This is an optimization exercise on Yosys and OpenROAD, whose aim is small area and a short achievable clock period, not a production implementation. The RTL was checked by simulation tests, not by an equivalence proof against the original design. Power is estimated from default activity; no workload was simulated.

## flow/design.v (module list and top-level ports; edited modules follow where they fit)
// module halfAdder: 10 lines
// module fullAdder: 11 lines
// module PipelinedRadix4BoothWallace32: 2442 lines
module PipelinedRadix4BoothWallace32
(
    input logic clk,
    input logic run,
    input logic signedFlag,  
    input logic [32 - 1 : 0] multiplicand,
    input logic [32 - 1 : 0] multiplier,
    output logic [64 - 1 : 0] out
);
  // ...
==> flow/run.sh <==
#!/bin/bash
# synth_recipe.tcl (not shown) runs the flow's synth.tcl, then flattens the netlist and writes it again
# the make line also repeats each setting of config.mk as NAME=value (left out here)
make -C /OpenROAD-flow-scripts/flow DESIGN_CONFIG=/design/flow/config.mk WORK_HOME=/design/flow/orfs CLKGATE_MAP_FILE= SYNTH_SCRIPT=/design/flow/synth_recipe.tcl finish
==> flow/config.mk <==
export PLATFORM = sky130hd
export DESIGN_NAME = PipelinedRadix4BoothWallace32
export DESIGN_NICKNAME = PipelinedRadix4BoothWallace32
export VERILOG_FILES = /design/flow/design.v
export SDC_FILE = /design/flow/constraint.sdc
export NUM_CORES = 4
export LEC_CHECK = 0
export CAP_MARGIN = 20
export CORE_MARGIN = 2
export CORE_UTILIZATION = 50
export CTS_BUF_LIST = sky130_fd_sc_hd__clkbuf_4 sky130_fd_sc_hd__clkbuf_8
export CTS_CLUSTER_SIZE = 30
export PLACE_DENSITY = 0.65
export SETUP_SLACK_MARGIN = 1.5
export SLEW_MARGIN = 20
export SYNTH_HIERARCHICAL = 1
export SYNTH_MINIMUM_KEEP_SIZE = 0
==> flow/constraint.sdc <==
create_clock -name core_clock -period 4.2 [get_ports {clk}]
set_input_delay 0.8400 -clock core_clock [delete_from_list [all_inputs] [get_ports {clk}]]
set_output_delay 0.8400 -clock core_clock [all_outputs]
set_load 0.01 [all_outputs]
==> flow_summary_export.csv, run 1 <==
group,metric,value,unit
status,status,"finished clean",
layout,n_all_buffers,298,
synthesis,yosys.area.top_type,"edfxtp_1",
synthesis,synth_seq_cells,660,
power,pwr-share-seq,0.365,
setup_path,cp-start-kind,"flop",
synthesis,yosys.area_share.adder,0.2572,
floorplanning,die_x,301.9,um
layout,final_common_cell,"edfxtp_1",
synthesis,ys_types,47,
power,maxPowerGroup,"combinational logic",
placement,dp_slack,1.007,ns
placement,port_buffers,130,
synthesis,synth_mux_area_frac,0,
clock_tree,path_clk_slew,0.06,ns
setup_path,cp_top_family,"adder cells",
setup_path,cp_num_cells,4,
drt,drt-total-wl,113200,um
sta,fin_setup_tns,0,ns
sta,slew_headroom,0.3839,
sta,finalClockSkew,0.05275,ns
clock_tree,cts_tree,"yes",
clock_tree,cts_resized,7,
worst_hold_path,hp-start,"r2[2]$_DFFE_PP_",
clock_tree,clk_latency,0.77,ns
layout,multi_input_gates,2048,
layout,largest_register_ffs,299,
synthesis,yosysTopAreaCellShare,0.4468,
power,power.density,733.8,nW/um^2
clock_tree,clockBufferDepth,3,
layout,drive_gt1_frac,0.1112,
synthesis,async_flop_share,0,
layout,clock_buffers,141,
global_routing,antenna_found_initial,3,
placement,dpl.hpwl,83990,um
layout,fin_cells,4478,
drt,drc_errors,0,
setup_path,cp_slowest_stage_delay,0.77,ns
==> inputs of run 2 (changes only) <==
--- a/flow/config.mk
+++ b/flow/config.mk
@@ -11,7 +11,7 @@
 export CTS_BUF_LIST = sky130_fd_sc_hd__clkbuf_4 sky130_fd_sc_hd__clkbuf_8
 export CTS_CLUSTER_SIZE = 30
 export PLACE_DENSITY = 0.65
-export SETUP_SLACK_MARGIN = 1.5
+export SETUP_SLACK_MARGIN = 1.8
 export SLEW_MARGIN = 20
 export SYNTH_HIERARCHICAL = 1
 export SYNTH_MINIMUM_KEEP_SIZE = 0
==> flow_summary_export.csv, run 2 <==
group,metric,value,unit
status,status,"finished clean",
synthesis,syn-cell-area,44360,um^2
synthesis,synth_top_flop_cell,"edfxtp_1",
drt,drtPass1Iterations,9,
drt,vias,28550,
clock_tree,cts_sinks,660,
setup_path,cp_num_cells,7,
global_routing,first_global_vias,29520,
synthesis,yosysTopAreaCellShare,0.4468,
sta,holdWs,0.4092,ns
clock_tree,clk_latency,0.78,ns
drt,drt-initial-drc-count,3412,
clock_tree,path_clk_slew,0.06,ns
layout,area_delta_synth_final,21.93,%
placement,port_buffers,130,
floorplanning,start_util,0.5035,
layout,fill_cells,6495,
setup_path,worstSetupStartpoint,"r1_neg[9]$_DFFE_PP_",
sta,final.min_clock_period,2.604,ns
sta,finalClockSkew,0.05011,ns
sta,worst_slew_pin_slew,0.8010,ns
setup_path,r2r_cells,7,
floorplanning,rows,109,
clock_tree,cts_root_buf,"clkbuf_8",
synthesis,syn_area_per_cell,14.48,um^2
setup_path,cp_max_fo,8,
clock_tree,cts_hold_buf,0,
setup_path,cp_slowest_stage_delay,0.56,ns
layout,final_common_cell,"edfxtp_1",
layout,finalNetCount,4048,
sta,rsz0062_at_grt,"true",
power,ir_worst_vdd,0.4267,mV
setup_path,cp.arrival,3.11,ns
synthesis,synthCells,3064,
layout,fin_util,0.6140,
setup_path,cpMaxStageDelayCell,"fa_2",
layout,fin_area,54090,um^2
sta,fin_setup_tns,0,ns
sta,hold_viol,0,
power,total_power,37910,uW
synthesis,synthTopCellsByCount,"edfxtp_1 (660), xor2_1 (560), a22o_1 (522)",
power,power.density,700.8,nW/um^2
global_routing,grt.total_usage,0.2787,
setup_path,cp.required,4.71,ns
drt,avgViaCountPerCell,6.174,
sta,setup_viol,0,
clock_tree,htreeDepth,3,
setup_path,cp_top_family,"adder cells",
global_routing,antenna_found_initial,3,
power,p_leak,0.02112,uW
layout,drive_gt1_frac,0.2271,
layout,regMostFlops,"r2",
setup_path,r2r_start,"r1_neg[9]$_DFFE_PP_",
setup_path,worst-path-buf-inv,3,
global_routing,grt_max_degree,92,
drt,drc_errors,0,
drt,drt-wirelength-per-cell,28.55,um
clock_tree,cts_tree,"yes",
setup_path,cp-start-kind,"flop",
sta,slew_violations,0,
setup_path,crit_path_end_kind,"flop",
global_routing,grt_overflow,0,
sta,slew_headroom,0.4660,
floorplanning,die_x,301.9,um
job,cap_violations,0,
sta,fmax,0.3840,GHz
global_routing,grt_pass1_wl,186900,um
drt,postRouteAntennaNets,0,
sta,min_period_over_period,0.6200,
setup_path,cp_cell_sequence,"buf_12 > buf_12 > buf_16 > xor2_2 > a22o_1 > fa_2 > fa_2",
floorplanning,dieArea,91120,um^2
synthesis,yosys-top-cells-area,"edfxtp_1 (45%), fa_1 (22%), xor2_1 (11%), a22o_1 (10%), ha_1 (3.6%)",
synthesis,synthMostInstantiatedCell,"edfxtp_1",
synthesis,yosys.area.top_type,"edfxtp_1",
synthesis,synth_seq_cells,660,
clock_tree,numCtsBuffers,114,
synthesis,synth_nets,3749,
placement,dpl.hpwl,84330,um
synthesis,ys_types,47,
floorplanning,core,88100,um^2
layout,largestRegisters,"r2: 299 flops, r3: 137 flops",
floorplanning,die_h,301.9,um
setup_path,critPathKind,"flop to flop",
placement,post_dp_cell_area,46940,um^2
setup_path,rr_endpoint,"r2[235]$_DFFE_PP_",
layout,layout_common_cells,"edfxtp_1 (660), a22o_1 (522), xor2_1 (469)",
setup_path,crit_end,"r2[235]$_DFFE_PP_",
synthesis,synth_edf_count,660,
synthesis,synth-seq-area-share,0.4468,
synthesis,async_flop_share,0,
drt,drt-total-wl,132000,um
floorplanning,num_io_pins,131,
synthesis,yosysWarnings,7,
setup_path,r2r_slack,1.60,ns
clock_tree,clockBufferDepth,3,
placement,gp_congestion,0.8898,
worst_hold_path,hold_path_class,"flop to flop",
layout,largest_register_ffs,299,
run 2: cell count changes in the layout (fill, tap and decap cells not counted), moves of 33 or more:
cell / change
fa_2: +175
xor2_1: -90
clkdlybuf4s50_1: -64
fa_1: -175
xor2_2: +72
buf_16: +33
dlygate4sd2_1: +63
run 2: layout make-up:
cell class | instances | area, um^2 | share of cell area
tap | 1165 | 1458 | 0.02695
timing repair buffer | 446 | 5582 | 0.1032
inverter | 93 | 349.1 | 0.006453
multi-input combinational | 2048 | 24560 | 0.4540
antenna | 3 | 7.507 | 0.0001388
clock buffer | 146 | 1809 | 0.03345
sequential | 660 | 19820 | 0.3664
clock inverter | 63 | 513.0 | 0.009484
run 2: metrics by stage:
stage,worst slack [ns],cells
floorplan,1.802,3064
global placement,1.107,4192
detailed placement,1.122,4194
CTS,1.639,4545
global route,1.583,4622
finish,1.596,4624
run 2: modules after synthesis, one instance, submodules excluded:
module / flops+latches / times used / cell area (um^2)
PipelinedRadix4BoothWallace32: 660 / 1 / 34390
halfAdder: 0 / 31 / 12.51
fullAdder: 0 / 479 / 20.02
run 2: worst min-delay path by stage:
stage | endpoint | start | cells past startpoint
global route | r4_s[4]$_DFFE_PP_ | r3[5]$_DFFE_PP_ | 0
finish | r4_s[60]$_DFFE_PP_ | r3[131]$_DFFE_PP_ | 0
detailed placement | r5[1]$_DFFE_PP_ | r4_s[1]$_DFFE_PP_ | 0
floorplan | r3[0]$_DFFE_PP_ | r2[0]$_DFFE_PP_ | 0
CTS | r4_s[60]$_DFFE_PP_ | r3[131]$_DFFE_PP_ | 0
global placement | r3[107]$_DFFE_PP_ | r2[247]$_DFFE_PP_ | 0
run 2: power by group:
part | total [uW] | leakage (uW) | internal (uW) | switching, uW
Combinational | 18500 | 0.0134 | 8490 | 9970
Clock | 6050 | 0.00121 | 3320 | 2730
Sequential | 13400 | 0.00649 | 11900 | 1480
Total | 37900 | 0.0211 | 23700 | 14200
run 2: per-layer routing:
metal / part of all wire / vias to the layer above / wire length, um / global-route usage
met3: 0.12 / 452 / 16060 / 0.07786
li1: - / 11630 / - / -
met2: 0.43 / 1975 / 56720 / 0.4119
met1: 0.40 / 14490 / 52190 / 0.3898
met4: 0.053 / 0 / 7062 / 0.1176
met5: 0 / - / 0 / 0
run 2: kinds of logic after synthesis:
group,count (synthesis),synth area share
simple gates,191,0.02595
buf+inv,356,0.03193
flops,660,0.4468
fa+ha+maj,618,0.2572
compound gates,638,0.1195
xor+xnor,601,0.1187
run 2: timing repair:
action / in CTS / in global routing
resized for setup: 334 / 219
gates cloned: 32 / 17
pin swaps: 188 / 201
buffers inserted: 110 / 59
setup endpoints to repair: 342 / 217
==> inputs of run 3 (changes only) <==
--- a/flow/config.mk
+++ b/flow/config.mk
@@ -11,7 +11,7 @@
 export CTS_BUF_LIST = sky130_fd_sc_hd__clkbuf_4 sky130_fd_sc_hd__clkbuf_8
 export CTS_CLUSTER_SIZE = 30
 export PLACE_DENSITY = 0.65
-export SETUP_SLACK_MARGIN = 1.8
+export SETUP_SLACK_MARGIN = 1.75
 export SLEW_MARGIN = 20
 export SYNTH_HIERARCHICAL = 1
 export SYNTH_MINIMUM_KEEP_SIZE = 0
==> flow_summary_export.csv, run 3 <==
group,metric,value,unit
status,status,"finished clean",
global_routing,grt_max_degree,86,
sta,fin_setup_tns,0,ns
placement,gp_congestion,0.9005,
global_routing,grt.total_usage,0.2603,
drt,vias,27470,
clock_tree,htreeDepth,3,
drt,drc_errors,0,
sta,setup_viol,0,
layout,drive_gt1_frac,0.1535,
synthesis,synth_edf_count,660,
clock_tree,clk_latency,0.75,ns
clock_tree,cts_tree,"yes",
setup_path,critPathKind,"flop to flop",
sta,rsz0062_at_grt,"true",
power,p_int,23110,uW
clock_tree,cts_hold_buf,0,
synthesis,synth-simple-area-share,0.02595,
layout,area_delta_synth_final,16.36,%
power,p_sw_frac,0.3728,
floorplanning,core,88100,um^2
sta,slew_violations,0,
synthesis,yosys.area.top_type,"edfxtp_1",
layout,fin_util,0.5859,
global_routing,first_global_vias,28910,
synthesis,synthCells,3064,
sta,fmax,0.3933,GHz
sta,worst_slew_pin_slew,0.9011,ns
sta,final.min_clock_period,2.542,ns
synthesis,synth_top_family_by_area,"adder cells",
setup_path,cp_slowest_stage_delay,0.64,ns
job,cap_violations,0,
power,ir_worst_vdd,0.3367,mV
setup_path,cp_cell_sequence,"buf_12 > xor2_1 > a22o_1 > fa_1 > fa_2",
drt,postRouteAntennaNets,0,
synthesis,synth_xor_area_frac,0.1187,
setup_path,r2r_slack,1.66,ns
drt,avgViaCountPerCell,6.056,
floorplanning,start_util,0.5035,
synthesis,yosys-top-cells-area,"edfxtp_1 (45%), fa_1 (22%), xor2_1 (11%), a22o_1 (10%), ha_1 (3.6%)",
sta,hold_viol,0,
floorplanning,num_io_pins,131,
power,power.density,713.7,nW/um^2
synthesis,yosysWarnings,7,
setup_path,cp_max_fo,11,
synthesis,synth-seq-area-share,0.4468,
synthesis,synth_nets,3749,
floorplanning,die_h,301.9,um
drt,drt-initial-drc-count,2936,
power,pwr-share-seq,0.363,
synthesis,synthTopCellsByCount,"edfxtp_1 (660), xor2_1 (560), a22o_1 (522)",
power,p_sw,13730,uW
global_routing,grt_overflow,0,
floorplanning,die_x,301.9,um
synthesis,synth_mux_area_frac,0,
sta,finalClockSkew,0.04190,ns
layout,final_common_cell,"edfxtp_1",
layout,regMostFlops,"r2",
floorplanning,rows,109,
synthesis,synth_compound_area_frac,0.1195,
global_routing,grt_pass1_wl,176800,um
setup_path,cp.arrival,3.02,ns
synthesis,synthMostInstantiatedCell,"edfxtp_1",
drt,drt-total-wl,121700,um
synthesis,syn-cell-area,44360,um^2
setup_path,cp-start-kind,"flop",
power,pwr-share-clk,0.158,
clock_tree,clockBufferDepth,3,
global_routing,antenna_found_initial,5,
floorplanning,dieArea,91120,um^2
synthesis,yosysTopAreaCellShare,0.4468,
power,power_frac_comb,0.480,
synthesis,ys_types,47,
setup_path,cp.required,4.68,ns
synthesis,syn_area_per_cell,14.48,um^2
setup_path,crit_path_end_kind,"flop",
sta,slew_headroom,0.3992,
clock_tree,cts_root_buf,"clkbuf_8",
placement,dpl.hpwl,84760,um
placement,port_buffers,130,
worst_hold_path,hold_path_class,"flop to flop",
setup_path,cpMaxStageDelayCell,"fa_1",
clock_tree,cts_sinks,660,
drt,drt-wirelength-per-cell,26.84,um
layout,largest_register_ffs,299,
sta,min_period_over_period,0.6053,
synthesis,async_flop_share,0,
sta,holdWs,0.4156,ns
drt,drtPass1Iterations,5,
synthesis,yosys.area_share.adder,0.2572,
layout,largestRegisters,"r2: 299 flops, r3: 137 flops",
layout,finalNetCount,3964,
clock_tree,path_clk_slew,0.06,ns
clock_tree,numCtsBuffers,112,
synthesis,synth_top_flop_cell,"edfxtp_1",
power,p_leak,0.02036,uW
layout,layout_common_cells,"edfxtp_1 (660), xor2_1 (526), a22o_1 (522)",
synthesis,synth_seq_cells,660,
==> run 3: final timing paths <==
| check | startpoint | to | cells past startpoint |
|---|---|---|---|
| max reg2reg | r1_ax[23]$_DFFE_PP_ | r2[87]$_DFFE_PP_ | 5 |
| min | r2[14]$_DFFE_PP_ | r3[11]$_DFFE_PP_ | 0 |
| max | r1_ax[23]$_DFFE_PP_ | r2[87]$_DFFE_PP_ | 5 |
| min reg2reg | r2[14]$_DFFE_PP_ | r3[11]$_DFFE_PP_ | 0 |
==> run 3: layer usage <==
metal | part of all wire | global-route usage | vias to the layer above
li1 | - | - | 11490
met1 | 0.41 | 0.3706 | 13830
met3 | 0.12 | 0.07197 | 382
met5 | 0 | 0.003106 | -
met2 | 0.43 | 0.3803 | 1771
met4 | 0.045 | 0.1031 | 0
==> run 3: Yosys stat by module (local to each module, per instance) <==
module,times used,flops+latches
halfAdder,31,0
PipelinedRadix4BoothWallace32,1,660
fullAdder,479,0
==> run 3: critical path: cells and delay by family (launching register included) <==
kind                     cells  cell delay (ns)
AO/OA/AOI/OAI                1             0.28
XOR/XNOR                     1             0.19
adder cells (fa/ha/maj)      2             1.08
buffers and inverters        1             0.21
flip-flops                   1             0.50
==> run 3: kinds of logic after synthesis <==
family          after synthesis
flops                       660
compound gates              638
fa+ha+maj                   618
xor+xnor                    601
buf+inv                     356
simple gates                191
==> run 3: metrics by stage <==
step	worst slack, ns	instance area [um^2]	power [uW]	instances
floorplan	1.706	44520	23850	3064
global placement	1.195	47010	29940	4208
detailed placement	1.207	47010	30700	4208
CTS	1.721	50410	36800	4489
global route	1.650	51620	39740	4535
finish	1.658	51620	36840	4536
==> run 3: power by group through the flow <==
stage	Sequential [uW]	Combinational, uW	Clock, uW
4_1_cts	13400	17500	5960
6_report	13400	17700	5810
3_5_place_dp	13700	17000	0
2_1_floorplan	13100	10700	0
5_1_grt	13600	19900	6230
3_3_place_gp	13600	16400	0
==> run 3: area by class of cell <==
type                    count  area [um^2]
inverters                  93        349.1
multi-input cells        2048        23630
clock inverters            64        479.2
well taps                1165         1458
diodes                      3        7.507
clock buffers             139         1750
flip-flops and latches    660        19820
repair buffers            364         4125
fillers                  6829        36480
==> run 3: repair_timing <==
action	CTS	global route
buffers inserted	77	20
setup endpoints to repair	324	129
gates resized for setup	163	131
pin swaps	44	190
cloned	1	24
==> inputs of run 4 (changes only) <==
--- a/flow/config.mk
+++ b/flow/config.mk
@@ -11,7 +11,7 @@
 export CTS_BUF_LIST = sky130_fd_sc_hd__clkbuf_4 sky130_fd_sc_hd__clkbuf_8
 export CTS_CLUSTER_SIZE = 30
 export PLACE_DENSITY = 0.65
-export SETUP_SLACK_MARGIN = 1.75
+export SETUP_SLACK_MARGIN = 1.65
 export SLEW_MARGIN = 20
 export SYNTH_HIERARCHICAL = 1
 export SYNTH_MINIMUM_KEEP_SIZE = 0
==> flow_summary_export.csv, run 4 <==
group,metric,value,unit
placement,dpl.hpwl,83660,um
layout,fin_area,50110,um^2
layout,final_common_cell,"edfxtp_1",
synthesis,yosysTopAreaCellShare,0.4468,
floorplanning,dieArea,91120,um^2
global_routing,antenna_found_initial,4,
setup_path,r2r_start,"r1_ax[16]$_DFFE_PP_",
clock_tree,cts_sinks,660,
job,cap_violations,0,
sta,slew_headroom,0.4753,
clock_tree,cts_root_buf,"clkbuf_8",
worst_hold_path,holdPathStages,0,
clock_tree,path_clk_slew,0.07,ns
global_routing,grt.total_usage,0.2543,
synthesis,yosys-top-cells-area,"edfxtp_1 (45%), fa_1 (22%), xor2_1 (11%), a22o_1 (10%), ha_1 (3.6%)",
sta,holdWs,0.4091,ns
placement,port_buffers,130,
layout,largestRegisters,"r2: 299 flops, r3: 137 flops",
synthesis,synthMostInstantiatedCell,"edfxtp_1",
drt,drt-total-wl,114300,um
placement,gp_congestion,0.9071,
power,ir_worst_vdd,0.3597,mV
clock_tree,clk_latency,0.77,ns
floorplanning,rows,109,
setup_path,cp.required,4.70,ns
sta,fin_setup_tns,0,ns
clock_tree,clockBufferDepth,3,
setup_path,critPathKind,"flop to flop",
power,p_leak,0.01971,uW
layout,layout_common_cells,"edfxtp_1 (660), xor2_1 (557), a22o_1 (522)",
floorplanning,core,88100,um^2
sta,finalClockSkew,0.03575,ns
drt,vias,26680,
synthesis,ys_types,47,
sta,final.min_clock_period,2.542,ns
layout,regMostFlops,"r2",
synthesis,synthCells,3064,
layout,drive_gt1_frac,0.1141,
sta,rsz0062_at_grt,"false",
synthesis,synth_seq_cells,660,
synthesis,yosys.area.top_type,"edfxtp_1",
synthesis,syn_area_per_cell,14.48,um^2
drt,avgViaCountPerCell,5.966,
global_routing,grt_max_degree,100,
power,total_power,36080,uW
worst_hold_path,hp-start,"r2[3]$_DFFE_PP_",
layout,largest_register_ffs,299,
drt,drt-initial-drc-count,2834,
power,power.density,720.0,nW/um^2
layout,area_delta_synth_final,12.97,%
global_routing,grt_overflow,0,
drt,drt-wirelength-per-cell,25.55,um
floorplanning,die_h,301.9,um
global_routing,grt_pass1_wl,172700,um
placement,post_dp_cell_area,46940,um^2
setup_path,cp.arrival,3.04,ns
global_routing,first_global_vias,28210,
clock_tree,numCtsBuffers,111,
synthesis,synth_top_flop_cell,"edfxtp_1",
synthesis,synth-seq-area-share,0.4468,
sta,worst_slew_pin_slew,0.7871,ns
sta,setup_viol,0,
synthesis,synth_edf_count,660,
setup_path,cp_max_fo,17,
floorplanning,start_util,0.5035,
synthesis,synthTopCellsByCount,"edfxtp_1 (660), xor2_1 (560), a22o_1 (522)",
sta,min_period_over_period,0.6052,
drt,drc_errors,0,
sta,fmax,0.3934,GHz
synthesis,synth_nets,3749,
sta,slew_violations,0,
clock_tree,cts_tree,"yes",
synthesis,syn-cell-area,44360,um^2
setup_path,cp-start-kind,"flop",
layout,finalNetCount,3905,
synthesis,async_flop_share,0,
status,status,"finished clean",
sta,hold_viol,0,
worst_hold_path,hold_end,"r3[3]$_DFFE_PP_",
drt,drtPass1Iterations,6,
setup_path,r2r_cells,5,
floorplanning,num_io_pins,131,
synthesis,yosysWarnings,7,
floorplanning,die_x,301.9,um
setup_path,crit_path_end_kind,"flop",
clock_tree,htreeDepth,3,
worst_hold_path,hold_path_class,"flop to flop",
setup_path,rr_endpoint,"r2[107]$_DFFE_PP_",
drt,postRouteAntennaNets,0,
setup_path,r2r_slack,1.66,ns
-- run 4: cell counts after synthesis --
No cell type changed its count.
-- run 4: cell type report --
class / count / area, um^2
fill: 6943 / 37990
multi-input combinational: 2048 / 23220
sequential: 660 / 19820
timing repair buffer: 306 / 3162
clock buffer: 135 / 1720
tap: 1165 / 1458
clock inverter: 61 / 375.4
inverter: 93 / 349.1
antenna: 4 / 10.01
-- run 4: logic make-up after synthesis --
| logic type | Yosys count | synth area share |
|---|---|---|
| flip-flops | 660 | 0.4468 |
| AO/OA/AOI/OAI | 638 | 0.1195 |
| adder cells (fa/ha/maj) | 618 | 0.2572 |
| XOR/XNOR | 601 | 0.1187 |
| buffers and inverters | 356 | 0.03193 |
| AND/OR/NAND/NOR | 191 | 0.02595 |
-- run 4: report_power, final --
part / leakage (uW) / switching (uW) / internal, uW
logic: 0.0121 / 9330 / 7840
clock network: 0.00110 / 2630 / 2880
registers: 0.00649 / 1480 / 11900
-- run 4: critical path, cell delays in order (launching register included) --
cell and delay (ns):
edfxtp_1 0.36, buf_4 0.27, xor2_1 0.23, a22o_1 0.28
fa_1 0.65, fa_1 0.46
-- run 4: worst max path at each step --
stage / startpoint / endpoint / cells after the start
6_report: r1_ax[16]$_DFFE_PP_ / r2[107]$_DFFE_PP_ / 5
3_3_place_gp: r1_neg[1]$_DFFE_PP_ / r2[100]$_DFFE_PP_ / 5
4_1_cts: r4_s[8]$_DFFE_PP_ / r5[60]$_DFFE_PP_ / 8
5_1_grt: r5[27]$_DFFE_PP_ / out[27] / 1
2_1_floorplan: r1_ax[14]$_DFFE_PP_ / r2[122]$_DFFE_PP_ / 6
3_5_place_dp: r1_neg[1]$_DFFE_PP_ / r2[100]$_DFFE_PP_ / 5
-- run 4: metal layers --
metal | share of wire | vias up | wire length (um) | track usage
met5 | 0 | - | 0 | 0
met4 | 0.034 | 0 | 3879 | 0.09241
met3 | 0.097 | 288 | 11060 | 0.05545
met2 | 0.43 | 1432 | 49540 | 0.3755
met1 | 0.44 | 13610 | 49770 | 0.3726
li1 | - | 11350 | - | -
-- run 4: through the flow --
| stage | setup slack, ns | instances | util |
|---|---|---|---|
| CTS | 1.644 | 4461 | 0.5659 |
| finish | 1.658 | 4472 | 0.5688 |
| detailed placement | 1.013 | 4200 | 0.5328 |
| floorplan | 1.664 | 3064 | - |
| global route | 1.641 | 4471 | 0.5688 |
| global placement | 1.041 | 4198 | 0.5323 |
-- run 4: per-module statistics from Yosys, one instance, submodules excluded --
module / flops+latches / times used / cells / cell area, um^2
halfAdder: 0 / 31 / 1 / 12.51
fullAdder: 0 / 479 / 1 / 20.02
PipelinedRadix4BoothWallace32: 660 / 1 / 2554 / 34390
-- run 4: repair_timing --
action,4_1_cts,5_1_grt
endpoints found under the setup margin,261,80
setup buffers,65,7
gates cloned,0,0
pin swaps,0,13
resized for setup,36,46
hold buffers,0,0
==> inputs of run 5 (changes only) <==
--- a/flow/config.mk
+++ b/flow/config.mk
@@ -5,13 +5,13 @@
 export SDC_FILE = /design/flow/constraint.sdc
 export NUM_CORES = 4
 export LEC_CHECK = 0
-export CAP_MARGIN = 20
+export CAP_MARGIN = 0
 export CORE_MARGIN = 2
 export CORE_UTILIZATION = 50
 export CTS_BUF_LIST = sky130_fd_sc_hd__clkbuf_4 sky130_fd_sc_hd__clkbuf_8
 export CTS_CLUSTER_SIZE = 30
 export PLACE_DENSITY = 0.65
-export SETUP_SLACK_MARGIN = 1.65
-export SLEW_MARGIN = 20
+export SETUP_SLACK_MARGIN = 1.7
+export SLEW_MARGIN = 0
 export SYNTH_HIERARCHICAL = 1
 export SYNTH_MINIMUM_KEEP_SIZE = 0
==> flow_summary_export.csv, run 5 <==
group,metric,value,unit
status,status,"finished clean",
synthesis,async_flop_share,0,
synthesis,synthTopCellsByCount,"edfxtp_1 (660), xor2_1 (560), a22o_1 (522)",
synthesis,synth_edf_count,660,
clock_tree,path_clk_slew,0.06,ns
sta,setup_viol,0,
clock_tree,htreeDepth,3,
global_routing,first_global_vias,28630,
floorplanning,core,88100,um^2
clock_tree,cts_tree,"yes",
layout,largestRegisters,"r2: 299 flops, r3: 137 flops",
power,p_leak,0.02011,uW
synthesis,yosysTopAreaCellShare,0.4468,
floorplanning,die_h,301.9,um
layout,largest_register_ffs,299,
drt,drt-wirelength-per-cell,25.81,um
global_routing,grt_overflow,0,
synthesis,yosys.area.top_type,"edfxtp_1",
layout,fill_cells,6979,
synthesis,synth_nets,3749,
layout,final-seq-area,19820,um^2
synthesis,synthMostInstantiatedCell,"edfxtp_1",
setup_path,critPathKind,"flop to flop",
job,cap_violations,0,
setup_path,cp-start-kind,"flop",
drt,drc_errors,0,
synthesis,ys_types,47,
synthesis,synth_top_flop_cell,"edfxtp_1",
sta,worst_slew_pin_slew,0.8814,ns
worst_hold_path,hold_path_class,"flop to flop",
sta,hold_viol,0,
drt,drt-total-wl,116400,um
clock_tree,cts_sinks,660,
clock_tree,cts_root_buf,"clkbuf_8",
power,power.density,723.8,nW/um^2
drt,drtPass1Iterations,5,
drt,postRouteAntennaNets,0,
setup_path,cp.arrival,3.06,ns
synthesis,syn_area_per_cell,14.48,um^2
drt,avgViaCountPerCell,5.973,
drt,drt-initial-drc-count,2836,
layout,regMostFlops,"r2",
layout,multi_input_area,23340,um^2
clock_tree,numCtsBuffers,113,
sta,finalClockSkew,0.04581,ns
global_routing,grt_pass1_wl,175600,um
sta,rsz0062_at_grt,"true",
placement,dpl.hpwl,84540,um
layout,finalNetCount,3940,
placement,dp_slack,1.016,ns
setup_path,crit_path_end_kind,"flop",
floorplanning,start_util,0.5035,
layout,layout_common_cells,"edfxtp_1 (660), xor2_1 (553), a22o_1 (521)",
layout,final_common_cell,"edfxtp_1",
clock_tree,clockBufferDepth,3,
layout,drive_gt1_frac,0.1346,
synthesis,syn-cell-area,44360,um^2
clock_tree,clk_latency,0.80,ns
synthesis,synth_seq_cells,660,
synthesis,synthCells,3064,
sta,slew_violations,0,
global_routing,antenna_found_initial,3,
sta,min_period_over_period,0.6098,
drt,vias,26940,
placement,gp_congestion,0.9215,
synthesis,yosysWarnings,7,
setup_path,cp_max_fo,10,
floorplanning,rows,109,
sta,finalWorstSetupSlack,1.639,ns
sta,fin_setup_tns,0,ns
placement,port_buffers,130,
global_routing,grt.total_usage,0.2565,
floorplanning,die_x,301.9,um
global_routing,grt_max_degree,88,
sta,fmax,0.3905,GHz
layout,area_delta_synth_final,14.52,%
power,ir_worst_vdd,0.3774,mV
synthesis,yosys-top-cells-area,"edfxtp_1 (45%), fa_1 (22%), xor2_1 (11%), a22o_1 (10%), ha_1 (3.6%)",
synthesis,synth-seq-area-share,0.4468,
floorplanning,num_io_pins,131,
sta,slew_headroom,0.4124,
sta,final.min_clock_period,2.561,ns
floorplanning,dieArea,91120,um^2
setup_path,cp.required,4.70,ns
run 5: cell counts after synthesis:
Identical to the previous run, type by type.
run 5: path summary, 6_finish.rpt:
kind | startpoint | endpoint | slack [ns] | cells after the start
max | r1_ax[24]$_DFFE_PP_ | r2[121]$_DFFE_PP_ | 1.64 | 6
min | r2[298]$_DFFE_PP_ | r3[136]$_DFFE_PP_ | 0.41 | 0
max reg2reg | r1_ax[24]$_DFFE_PP_ | r2[121]$_DFFE_PP_ | 1.64 | 6
min reg2reg | r2[298]$_DFFE_PP_ | r3[136]$_DFFE_PP_ | 0.41 | 0
run 5: kinds of logic (layout without fill, tap and decap cells):
logic type | Yosys count | after routing | synth area share
AOI/OAI and AO/OA | 638 | 638 | 0.1195
DFF | 660 | 660 | 0.4468
adders and majority gates | 618 | 618 | 0.2572
xor gates and xnor gates | 601 | 601 | 0.1187
and+or+nand+nor | 191 | 191 | 0.02595
buffers and inverters | 356 | 635 | 0.03193
other | 0 | 2 | 0
run 5: power breakdown:
| part | switching, uW | leakage (uW) | internal (uW) |
|---|---|---|---|
| clock network | 2750 | 0.00122 | 3290 |
| logic | 9420 | 0.0124 | 7890 |
| registers | 1510 | 0.00649 | 11900 |
run 5: per-layer routing:
metal  GRT usage  routed length (um)
met5           0                  13
met4     0.09123                3871
met3     0.05925               11620
met2      0.3757               50140
met1      0.3770               50760
run 5: what timing repair did:
item	in CTS	in global routing
gates cloned	0	6
gates resized for setup	109	87
buffers inserted	66	20
endpoints found under the setup margin	315	100
pin swaps	10	60
hold buffers	0	0
run 5: worst max-delay path: stages (launching register included):
cell and delay [ns]:
edfxtp_1 0.41, buf_12 0.17, buf_4 0.16, xor2_1 0.26, a22o_1 0.25, fa_2 0.49, fa_1 0.51
run 5: stage by stage:
stage	util	hold slack (ns)	cells	total power (uW)	cell area (um^2)
after floorplan	-	0.4003	3064	23840	44440
after detailed placement	0.5340	0.4045	4213	30670	47050
final	0.5766	0.4100	4510	36770	50800
after global placement	0.5340	0.4035	4213	30040	47050
after global routing	0.5766	0.3953	4510	39780	50800
after CTS	0.5697	0.3918	4482	36860	50200
run 5: layout make-up:
class / instances / area share
multi-input cells: 2048 / 0.4595
flip-flops and latches: 660 / 0.3901
repair buffers: 339 / 0.06908
clock buffers: 134 / 0.03372
well taps: 1165 / 0.02869
clock inverters: 69 / 0.01192
inverters: 93 / 0.006871
diodes: 2 / 0.00009851
run 5: Yosys stat by module, one instance, submodules excluded:
module,cells inside,flops+latches,times used,area (um^2)
PipelinedRadix4BoothWallace32,2554,660,1,34390
fullAdder,1,0,479,20.02
halfAdder,1,0,31,12.51
==> inputs of run 6 (changes only) <==
==> flow/config.mk (replaced) <==
export PLATFORM = sky130hd
export DESIGN_NAME = PipelinedRadix4BoothWallace32
export DESIGN_NICKNAME = PipelinedRadix4BoothWallace32
export VERILOG_FILES = /design/flow/design.v
export SDC_FILE = /design/flow/constraint.sdc
export NUM_CORES = 4
export LEC_CHECK = 0
export CAP_MARGIN = 20
export CORE_MARGIN = 2
export CORE_UTILIZATION = 45
export CTS_BUF_LIST = sky130_fd_sc_hd__clkbuf_4 sky130_fd_sc_hd__clkbuf_8
export CTS_CLUSTER_SIZE = 30
export PLACE_DENSITY = 0.6
export SETUP_SLACK_MARGIN = 1.7
export SLEW_MARGIN = 20
export SYNTH_HIERARCHICAL = 1
export SYNTH_MINIMUM_KEEP_SIZE = 0
==> flow_summary_export.csv, run 6 <==
group,metric,value,unit
drt,avgViaCountPerCell,5.840,
setup_path,cp_max_fo,23,
setup_path,crit_path_end_kind,"flop",
floorplanning,start_util,0.4527,
global_routing,grt.total_usage,0.2351,
global_routing,grt_pass1_wl,178800,um
sta,worst_slew_pin_slew,0.9938,ns
floorplanning,die_h,318.0,um
sta,final.min_clock_period,2.510,ns
clock_tree,htreeDepth,3,
sta,finalClockSkew,0.07033,ns
setup_path,cp-start-kind,"flop",
clock_tree,path_clk_slew,0.06,ns
drt,drc_errors,0,
layout,fin_cells,4648,
setup_path,cp.required,4.72,ns
drt,drt-initial-drc-count,2893,
sta,slew_violations,0,
sta,fmax,0.3984,GHz
placement,dpl.hpwl,88010,um
setup_path,cp_slowest_stage_delay,0.57,ns
drt,drt-wirelength-per-cell,26.24,um
floorplanning,num_io_pins,131,
synthesis,synthCells,3064,
layout,largestRegisters,"r2: 299 flops, r3: 137 flops",
global_routing,antenna_found_initial,5,
clock_tree,clockBufferDepth,3,
synthesis,synthTopCellsByCount,"edfxtp_1 (660), xor2_1 (560), a22o_1 (522)",
power,p_leak,0.02025,uW
synthesis,yosysTopAreaCellShare,0.4468,
clock_tree,cts_root_buf,"clkbuf_8",
sta,rsz0062_at_grt,"true",
clock_tree,clk_latency,0.81,ns
placement,post_dp_cell_area,47250,um^2
drt,drt-total-wl,122000,um
synthesis,synth_seq_cells,660,
synthesis,synth_top_flop_cell,"edfxtp_1",
placement,gp_congestion,0.9022,
setup_path,r2r_cells,5,
synthesis,async_flop_share,0,
job,cap_violations,0,
power,power.density,727.3,nW/um^2
setup_path,worst-path-buf-inv,1,
synthesis,synth-seq-area-share,0.4468,
sta,hold_viol,0,
sta,setup_viol,0,
setup_path,cp_cell_sequence,"buf_12 > xor2_1 > a22o_1 > fa_1 > fa_1",
sta,fin_setup_tns,0,ns
layout,fin_area,51240,um^2
global_routing,first_global_vias,28810,
floorplanning,core,97990,um^2
layout,finalNetCount,3950,
synthesis,synthMostInstantiatedCell,"edfxtp_1",
placement,port_buffers,130,
clock_tree,cts_tree,"yes",
layout,layout_common_cells,"edfxtp_1 (660), xor2_1 (549), a22o_1 (522)",
sta,min_period_over_period,0.5976,
worst_hold_path,holdPathStages,0,
setup_path,cpMaxStageDelayCell,"fa_1",
layout,drive_gt1_frac,0.1340,
global_routing,grt_overflow,0,
clock_tree,cts_sinks,660,
setup_path,cp_common_cell,"fa_1",
layout,area_delta_synth_final,15.50,%
drt,drtPass1Iterations,5,
synthesis,syn_area_per_cell,14.48,um^2
drt,postRouteAntennaNets,0,
sta,slew_headroom,0.3375,
setup_path,critPathKind,"flop to flop",
placement,dp_cells,4338,
sta,holdWs,0.4216,ns
synthesis,yosysWarnings,7,
power,ir_worst_vdd,0.4405,mV
layout,final_common_cell,"edfxtp_1",
status,status,"finished clean",
drt,vias,27140,
synthesis,syn-cell-area,44360,um^2
synthesis,ys_types,47,
setup_path,cp.arrival,3.03,ns
clock_tree,cts_hold_buf,0,
global_routing,grt_max_degree,97,
layout,largest_register_ffs,299,
worst_hold_path,hold_path_class,"flop to flop",
synthesis,yosys-top-cells-area,"edfxtp_1 (45%), fa_1 (22%), xor2_1 (11%), a22o_1 (10%), ha_1 (3.6%)",
setup_path,cp_top_family,"adder cells",
setup_path,cp_num_cells,5,
clock_tree,numCtsBuffers,114,
synthesis,synth_nets,3749,
layout,regMostFlops,"r2",
floorplanning,dieArea,101100,um^2
synthesis,synth_edf_count,660,
synthesis,yosys.area.top_type,"edfxtp_1",
floorplanning,die_x,318.0,um
floorplanning,rows,115,
-- run 6: kinds of logic (layout without fill, tap and decap cells) --
| kind of cell | Yosys count | in the layout | synth area share |
|---|---|---|---|
| AO/OA/AOI/OAI | 638 | 638 | 0.1195 |
| XOR/XNOR | 601 | 601 | 0.1187 |
| adder cells (fa/ha/maj) | 618 | 618 | 0.2572 |
| buffers and inverters | 356 | 650 | 0.03193 |
| flip-flops | 660 | 660 | 0.4468 |
| other | 0 | 3 | 0 |
| AND/OR/NAND/NOR | 191 | 191 | 0.02595 |
-- run 6: worst paths after layout --
path / start / end / slack [ns]
max: r1_neg[12]$_DFFE_PP_ / r2[184]$_DFFE_PP_ / 1.69
min: r2[0]$_DFFE_PP_ / r3[0]$_DFFE_PP_ / 0.42
max reg2reg: r1_neg[12]$_DFFE_PP_ / r2[184]$_DFFE_PP_ / 1.69
min reg2reg: r2[0]$_DFFE_PP_ / r3[0]$_DFFE_PP_ / 0.42
-- run 6: layer usage --
layer,global-route usage,vias up,part of all wire
met5,0,-,0
met4,0.08889,0,0.039
met3,0.05534,325,0.10
met2,0.3508,1485,0.43
met1,0.3347,13870,0.43
li1,-,11460,-
-- run 6: modules after synthesis (local to each module, per instance) --
module / times used / flops+latches
PipelinedRadix4BoothWallace32: 1 / 660
fullAdder: 479 / 0
halfAdder: 31 / 0
-- run 6: area by class of cell --
cell class | count | area (um^2)
repair buffers | 348 | 3771
multi-input cells | 2048 | 23370
diodes | 3 | 7.507
well taps | 1287 | 1610
fillers | 8005 | 46750
flip-flops and latches | 660 | 19820
clock buffers | 141 | 1772
clock inverters | 68 | 543.0
inverters | 93 | 349.1
-- run 6: metrics by stage --
stage,util,power (uW),worst slack (ns)
floorplan,-,23840,1.696
global placement,0.4822,30490,1.112
detailed placement,0.4822,31170,1.105
CTS,0.5149,37360,1.691
global route,0.5229,40090,1.667
finish,0.5229,37270,1.690
-- run 6: report_power, final --
part | total (uW) | leakage, uW | internal [uW] | switching [uW]
clock network | 6010 | 0.00121 | 3230 | 2780
registers | 13400 | 0.00649 | 11900 | 1480
logic | 17900 | 0.0125 | 7990 | 9860
-- run 6: what timing repair did --
item,4_1_cts,5_1_grt
setup buffers,69,16
resized for setup,119,88
cloned,0,13
setup endpoints to repair,328,93
pin swaps,1,109
==> inputs of run 7 (changes only) <==
--- a/flow/config.mk
+++ b/flow/config.mk
@@ -7,10 +7,10 @@
 export LEC_CHECK = 0
 export CAP_MARGIN = 20
 export CORE_MARGIN = 2
-export CORE_UTILIZATION = 45
+export CORE_UTILIZATION = 62
 export CTS_BUF_LIST = sky130_fd_sc_hd__clkbuf_4 sky130_fd_sc_hd__clkbuf_8
 export CTS_CLUSTER_SIZE = 30
-export PLACE_DENSITY = 0.6
+export PLACE_DENSITY = 0.72
 export SETUP_SLACK_MARGIN = 1.7
 export SLEW_MARGIN = 20
 export SYNTH_HIERARCHICAL = 1
==> flow_summary_export.csv, run 7 <==
group,metric,value,unit
setup_path,crit_path_end_kind,"flop",
layout,fin_cells,4265,
synthesis,syn-cell-area,44360,um^2
synthesis,yosys-top-cells-area,"edfxtp_1 (45%), fa_1 (22%), xor2_1 (11%), a22o_1 (10%), ha_1 (3.6%)",
sta,min_period_over_period,0.6048,
clock_tree,cts_sinks,660,
clock_tree,path_clk_slew,0.06,ns
sta,slew_headroom,0.5129,
global_routing,grt_overflow,0,
layout,final_common_cell,"edfxtp_1",
floorplanning,num_io_pins,131,
floorplanning,start_util,0.6238,
drt,postRouteAntennaNets,0,
floorplanning,dieArea,73710,um^2
synthesis,synthCells,3064,
sta,setup_viol,0,
worst_hold_path,hp-start,"r2[298]$_DFFE_PP_",
job,cap_violations,0,
layout,drive_gt1_frac,0.1316,
clock_tree,cts_root_buf,"clkbuf_8",
sta,slew_violations,0,
floorplanning,rows,98,
clock_tree,clockBufferDepth,3,
setup_path,worstSetupStartpoint,"r1_ax[13]$_DFFE_PP_",
synthesis,yosys.area.top_type,"edfxtp_1",
clock_tree,cts_tree,"yes",
layout,finalNetCount,3915,
clock_tree,htreeDepth,3,
layout,largestRegisters,"r2: 299 flops, r3: 137 flops",
drt,avgViaCountPerCell,6.362,
sta,rsz0062_at_grt,"true",
synthesis,synth-seq-area-share,0.4468,
setup_path,cp.arrival,3.01,ns
synthesis,synthTopCellsByCount,"edfxtp_1 (660), xor2_1 (560), a22o_1 (522)",
power,power.density,731.5,nW/um^2
setup_path,cp.required,4.67,ns
sta,fmax,0.3937,GHz
synthesis,yosysTopAreaCellShare,0.4468,
floorplanning,die_h,271.5,um
layout,fin_area,50310,um^2
layout,final-seq-area,19820,um^2
sta,fin_setup_tns,0,ns
power,ir_worst_vdd,0.3846,mV
sta,hold_viol,0,
placement,dpl.hpwl,82660,um
synthesis,ys_types,47,
drt,drt-total-wl,113400,um
drt,drt-wirelength-per-cell,26.58,um
synthesis,synth_seq_cells,660,
global_routing,antenna_found_initial,5,
layout,regMostFlops,"r2",
global_routing,grt_max_degree,105,
layout,area_delta_synth_final,13.41,%
floorplanning,die_x,271.5,um
layout,multi_input_area,23370,um^2
layout,fill_cells,4684,
synthesis,yosysWarnings,7,
global_routing,grt.total_usage,0.3107,
global_routing,first_global_vias,28160,
synthesis,synthMostInstantiatedCell,"edfxtp_1",
clock_tree,clk_latency,0.74,ns
layout,largest_register_ffs,299,
sta,worst_slew_pin_slew,0.7307,ns
placement,port_buffers,130,
drt,vias,27130,
sta,holdWs,0.4004,ns
sta,finalClockSkew,0.04205,ns
synthesis,synth_edf_count,660,
placement,post_dp_cell_area,46670,um^2
setup_path,cp_max_fo,8,
drt,drtPass1Iterations,6,
global_routing,grt_pass1_wl,170500,um
synthesis,async_flop_share,0,
placement,dp_cells,3986,
setup_path,cp-start-kind,"flop",
floorplanning,core,71120,um^2
synthesis,synth_top_flop_cell,"edfxtp_1",
placement,gp_congestion,0.9251,
layout,layout_common_cells,"edfxtp_1 (660), xor2_1 (546), a22o_1 (521)",
sta,final.min_clock_period,2.540,ns
setup_path,critPathKind,"flop to flop",
synthesis,synth_nets,3749,
worst_hold_path,hold_path_class,"flop to flop",
clock_tree,numCtsBuffers,106,
synthesis,syn_area_per_cell,14.48,um^2
power,p_leak,0.01987,uW
status,status,"finished clean",
setup_path,r2r_start,"r1_ax[13]$_DFFE_PP_",
drt,drc_errors,0,
drt,drt-initial-drc-count,3533,
-- run 7: cell type report --
cell class              count  share of cell area
multi-input cells        2048              0.4646
flip-flops and latches    660              0.3939
repair buffers            321             0.06782
clock buffers             141             0.03435
well taps                 950             0.02363
clock inverters            50            0.008655
inverters                  93            0.006939
diodes                      2          0.00009948
-- run 7: worst paths after layout --
| kind | endpoint | slack (ns) | depth (start not counted) |
|---|---|---|---|
| max | r2[101]$_DFFE_PP_ | 1.66 | 5 |
| max reg2reg | r2[101]$_DFFE_PP_ | 1.66 | 5 |
| min | r3[136]$_DFFE_PP_ | 0.40 | 0 |
| min reg2reg | r3[136]$_DFFE_PP_ | 0.40 | 0 |
-- run 7: what timing repair did --
action                     in CTS  in global routing
setup endpoints to repair     256                101
gates resized for setup        71                 92
cloned                          1                  4
pin swaps                      17                 51
hold buffers                    0                  0
buffers inserted               69                 12
-- run 7: Yosys stat by module (local to each module, per instance) --
| module | area, um^2 | flops+latches |
|---|---|---|
| PipelinedRadix4BoothWallace32 | 34390 | 660 |
| fullAdder | 20.02 | 0 |
| halfAdder | 12.51 | 0 |
-- run 7: per-layer routing --
metal | global-route usage | vias to the layer above | wire length (um)
met2 | 0.4472 | 1751 | 48470
li1 | - | 11370 | -
met5 | 0 | - | 58
met1 | 0.4646 | 13750 | 47600
met3 | 0.08704 | 254 | 14110
met4 | 0.09456 | 2 | 3134
-- run 7: power breakdown --
part	internal, uW	leakage [uW]	switching (uW)
registers	11900	0.00649	1520
logic	8080	0.0122	9600
clock network	3070	0.00114	2610
-- run 7: stage by stage --
stage	utilization	worst slack (ns)	power, uW
2_1_floorplan	-	1.696	23840
3_3_place_gp	0.6561	1.091	29830
3_5_place_dp	0.6563	1.066	30710
4_1_cts	0.6998	1.647	36700
5_1_grt	0.7074	1.666	39580
6_report	0.7074	1.660	36800
-- run 7: critical path: stages, from the launching register on --
cell and delay (ns):
edfxtp_1 0.45, buf_4 0.24, xor2_2 0.22, a22o_1 0.28
fa_2 0.65, fa_1 0.44
-- run 7: logic make-up after synthesis --
logic type / after synthesis / share of synthesized area
AO/OA/AOI/OAI: 638 / 0.1195
XOR/XNOR: 601 / 0.1187
adder cells (fa/ha/maj): 618 / 0.2572
buffers and inverters: 356 / 0.03193
flip-flops: 660 / 0.4468
AND/OR/NAND/NOR: 191 / 0.02595

[static timing again, ports no longer ideal]
Ports are ideal in the flow. The routed layouts listed here were re-timed in OpenROAD.
Step 1 (the two cells are an assumption about what drives the block):
set clk [get_ports {clk}]
set_driving_cell -lib_cell sky130_fd_sc_hd__clkbuf_16 $clk
set_driving_cell -lib_cell sky130_fd_sc_hd__buf_2 [delete_from_list [all_inputs] $clk]
Step 2 moves the port delays by t, midway between the first and last clock arrival at a register: inputs arrive t later, outputs are due t later. That takes back most of the time a late clock gives input paths.
Slacks: no drivers / after step 1 / after step 2; pairs: no drivers / after step 1.
run	shift t [ns]	setup slack, ns	worst setup path after step 2	clock arrival spread, ns	slew at the worst register clock pin (ns)
run 1	0.800	1.484 / 1.484 / 1.484	register to register	0.053 / 0.053	0.07 / 0.07
run 2	0.816	1.596 / 1.596 / 1.596	register to register	0.054 / 0.053	0.07 / 0.07
run 3	0.792	1.658 / 1.658 / 1.658	register to register	0.045 / 0.045	0.07 / 0.07
run 4	0.814	1.658 / 1.655 / 1.658	register to register	0.041 / 0.041	0.07 / 0.07
run 5	0.849	1.639 / 1.639 / 1.639	register to register	0.048 / 0.048	0.08 / 0.08
run 6	0.846	1.690 / 1.690 / 1.690	register to register	0.076 / 0.076	0.07 / 0.07
run 7	0.786	1.660 / 1.660 / 1.660	register to register	0.046 / 0.047	0.08 / 0.08
After both steps every run listed still meets setup and hold.
